Background: an optimization exercise with open tools, aiming at small area and a short achievable clock period. Do not read the settings as production practice.
Function was checked by simulation only, so behaviour that the tests miss may differ from the original.
Power and IR drop assume default switching activity.

## lane 5
==> module dataPath, before the edit <==
module dataPath (
  input  logic [13:0] instruction,
  input  logic        clk,
  input  logic        rst,
  output logic        flag_zero,
  output logic        flag_negative,
  output logic        flag_carry,
  output logic        flag_overflow
);
  logic [1:0] op;
  logic [3:0] wa, ra1, ra2;
  assign op  = instruction[13:12];
  assign wa  = instruction[11:8];
  assign ra1 = instruction[7:4];
  assign ra2 = instruction[3:0];
  logic [31:0] R [0:15];
  logic [31:0] a, b;           
  logic [15:0] s1, s2, we;
  always_comb begin
    for (int j = 0; j < 16; j++) begin
      s1[j] = ~rst & (ra1 == 4'(j));
      s2[j] = ~rst & (ra2 == 4'(j));
      we[j] =  rst | (wa  == 4'(j));
    end
  end
  logic [31:0] rd1_n, rd2_n;
  always_comb begin
    rd1_n = '0;
    rd2_n = '0;
    for (int j = 0; j < 16; j++) begin
      rd1_n = rd1_n | ({32{s1[j]}} & R[j]);
      rd2_n = rd2_n | ({32{s2[j]}} & R[j]);
    end
  end
  always_ff @(posedge clk) begin
    a <= rd1_n;
    b <= rd2_n;
  end
  logic [31:0] p, g, o;
  assign p = a ^ b;
  assign g = a & b;
  assign o = a | b;
  logic [32:0] ca_b, cs_b;
  always_comb begin
    ca_b[0] = 1'b0; cs_b[0] = 1'b1;
    for (int i = 0; i < 32; i++) begin
      ca_b[i+1] = p[i] ? ca_b[i] : a[i];
      cs_b[i+1] = p[i] ? a[i] : cs_b[i];
    end
  end
  logic [31:0] sa, ss;
  assign sa = p ^ ca_b[31:0];
  assign ss = ~p ^ cs_b[31:0];
  logic z_add, z_sub, z_and, z_or;
  assign z_add = ~|sa;
  assign z_sub = ~|p;
  assign z_and = ~|g;
  assign z_or  = ~|o;
  logic [3:0] fz, fn;
  logic [1:0] fc, fv;
  assign fz = {z_or, z_and, z_sub, z_add};
  assign fn = {o[31], g[31], ss[31], sa[31]};
  assign fc = {cs_b[32], ca_b[32]};
  assign fv = {cs_b[32] ^ cs_b[31], ca_b[32] ^ ca_b[31]};
  flag_sel u_flag_sel (
    .op(op), .fz(fz), .fn(fn), .fc(fc), .fv(fv),
    .flag_zero(flag_zero), .flag_negative(flag_negative),
    .flag_carry(flag_carry), .flag_overflow(flag_overflow)
  );
  logic [3:0] os;     
  op_decode u_op_decode (.op(op), .rst(rst), .os(os));
  logic [31:0] wd_lo, wd_hi;    
  assign wd_lo = ({32{os[0]}} & sa) | ({32{os[1]}} & ss) |
                 ({32{os[2]}} & g)  | ({32{os[3]}} & o);
  assign wd_hi = wd_lo | {32{rst}};
  always_ff @(posedge clk) begin
    for (int r = 0; r < 16; r++) begin
      logic [31:0] wd;
      for (int k = 0; k < 32; k++)
        wd[k] = (k < 4 && r[k]) ? wd_hi[k] : wd_lo[k];
      R[r] <= ({32{we[r]}} & wd) | ({32{~we[r]}} & R[r]);
    end
  end
endmodule
clock: 28.0 ns
lec_check: 0
cap_margin: 5
core_margin: 2
core_utilization: 50
cts_cluster_diameter: 80
cts_cluster_size: 24
slew_margin: 5
synth_hierarchical: 1
synth_minimum_keep_size: 0
standard.sh (not shown) runs the stock make flow with config.mk's settings and CLKGATE_MAP_FILE= SYNTH_SCRIPT=/design/flow/synth_recipe.tcl, a recipe that flattens the netlist after the stock synthesis.
==> flow/flow/run.sh <==
#!/bin/bash
# Layout flow: the standard ORFS flow (standard.sh, synthesis unchanged)
# with these changes to how the layout is made:
#  - the port buffers that buffer_ports inserts on every input and output
#    are sky130_fd_sc_hd__buf_2 cells rather than the tool's default pick;
#  - clock tree synthesis uses larger sink clusters and no dummy loads;
#  - before global routing, flow/tighten.tcl runs one more setup repair
#    pass with a larger setup margin.
# Each tool's full output stays in orfs/logs/ (one log per step); make's
# output goes to standard.log in this folder.
set -euo pipefail
here=$(pwd)
export BUFFER_PORTS_ARGS="-buffer_cell sky130_fd_sc_hd__buf_2"
export CTS_ARGS="-sink_clustering_enable -repair_clock_nets -sink_clustering_size 24 -sink_clustering_max_diameter 80 -dont_use_dummy_load"
export PRE_GLOBAL_ROUTE_TCL="$here/flow/tighten.tcl"
bash standard.sh > standard.log 2>&1
==> flow/flow/tighten.tcl <==
# Sourced by ORFS's global_route step (PRE_GLOBAL_ROUTE_TCL) before global
# routing: one more setup repair pass on the placed, clock-tree-synthesized
# design, asking for extra slack on the input-to-output flag paths so the
# resizer sizes their few cells up. The SDC is unchanged.
estimate_parasitics -placement
repair_timing -setup -setup_margin 16.8 -match_cell_footprint -verbose
detailed_placement
check_placement -verbose
estimate_parasitics -placement
report_checks -path_delay max -format end -group_path_count 4
### lane 5 -> lane 4
-- flow/design.v --
<<< lane 5, line 25
  end
  logic [31:0] rd1_n, rd2_n;
  always_comb begin
    rd1_n = '0;
    rd2_n = '0;
    for (int j = 0; j < 16; j++) begin
      rd1_n = rd1_n | ({32{s1[j]}} & R[j]);
      rd2_n = rd2_n | ({32{s2[j]}} & R[j]);
    end
  end
  always_ff @(posedge clk) begin
    a <= rd1_n;
>>> lane 4, line 25
  end
  logic [31:0] rd1_n, rd2_n;
  logic [511:0] R_flat;
  always_comb
    for (int j = 0; j < 16; j++) R_flat[32*j +: 32] = R[j];
  read_sel u_rs1 (.s(s1), .Rf(R_flat), .q(rd1_n));
  read_sel u_rs2 (.s(s2), .Rf(R_flat), .q(rd2_n));
  always_ff @(posedge clk) begin
    a <= rd1_n;
<<< lane 5, line 122
  assign os[3] = ~rst & (op == 2'd3);
endmodule
>>> lane 4, line 119
  assign os[3] = ~rst & (op == 2'd3);
endmodule
module read_sel (
  input  logic [15:0] s,
  input  logic [511:0] Rf,
  output logic [31:0] q
);
  for (genvar k = 0; k < 32; k++) begin : g_bit
    logic [5:0] n;
    aoi222 u0 (.a1(s[0]),  .a2(Rf[0*32+k]),  .b1(s[1]),  .b2(Rf[1*32+k]),  .c1(s[2]),  .c2(Rf[2*32+k]),  .y(n[0]));
    aoi222 u1 (.a1(s[3]),  .a2(Rf[3*32+k]),  .b1(s[4]),  .b2(Rf[4*32+k]),  .c1(s[5]),  .c2(Rf[5*32+k]),  .y(n[1]));
    aoi222 u2 (.a1(s[6]),  .a2(Rf[6*32+k]),  .b1(s[7]),  .b2(Rf[7*32+k]),  .c1(s[8]),  .c2(Rf[8*32+k]),  .y(n[2]));
    aoi222 u3 (.a1(s[9]),  .a2(Rf[9*32+k]),  .b1(s[10]), .b2(Rf[10*32+k]), .c1(s[11]), .c2(Rf[11*32+k]), .y(n[3]));
    aoi222 u4 (.a1(s[12]), .a2(Rf[12*32+k]), .b1(s[13]), .b2(Rf[13*32+k]), .c1(s[14]), .c2(Rf[14*32+k]), .y(n[4]));
    nand2_k u5 (.a(s[15]), .b(Rf[15*32+k]), .y(n[5]));
    assign q[k] = ~&n;
  end
endmodule
module aoi222 (input logic a1, a2, b1, b2, c1, c2, output logic y);
  assign y = ~((a1 & a2) | (b1 & b2) | (c1 & c2));
endmodule
module nand2_k (input logic a, b, output logic y);
  assign y = ~(a & b);
endmodule
Notes after the runs:
- The flow did not stop early for lane 4: all stages ran, and the layout cleared the timing, design-rule and antenna checks.
- Wire length per cell sits lower in lane 4 than in lane 5.
- Lane 4 ends up with a via count that is 4.3% lower than in lane 5.
- Between lane 4 and lane 5, the number of global-route vias before repair is lower for lane 4.
- Total power after layout, lane 4 vs lane 5: down slightly
- Number of nets with antenna violations after routing came out exactly the same in lane 4 and lane 5.
- Diff lane 5..lane 4 | maximum clock path buffer count | unchanged
- Lane 4 reports a higher setup slack than lane 5 does.
- Compared with lane 5, in lane 4 maximum frequency about even; count of clock-buffer cells in the layout fell 3.2%.

-- static timing again, ports no longer ideal --
Ports are ideal in the flow. The routed layouts listed here were re-timed in OpenROAD.
Step 1 sets driving cells, clkbuf_16 on the clock port and buf_2 on the other inputs (assumed; they add their load-dependent delay and slew).
Step 2 times the ports against the registers' clock, not the clock port: input delays grow and output delays shrink by t, the midpoint of the rising clock arrivals with the driver on.
a / b / c = ideal ports / drivers / drivers and shift; a / b = the first two.
run | t, ns | setup slack, ns | worst hold slack (ns) | worst setup path after step 2 | pins driven straight from the clock port
lane 5 | 0.681 | 16.229 / 16.161 / 16.161 | 0.499 / 0.499 / 0.499 | input to output | 1
lane 4 | 0.658 | 16.250 / 16.120 / 16.120 | 0.511 / 0.511 / 0.511 | input to output | 1
After both steps every run listed still meets setup and hold. The setup slack of lane 4, which loses most, moves by -0.130 ns with the drivers and by -0.130 ns with both steps.
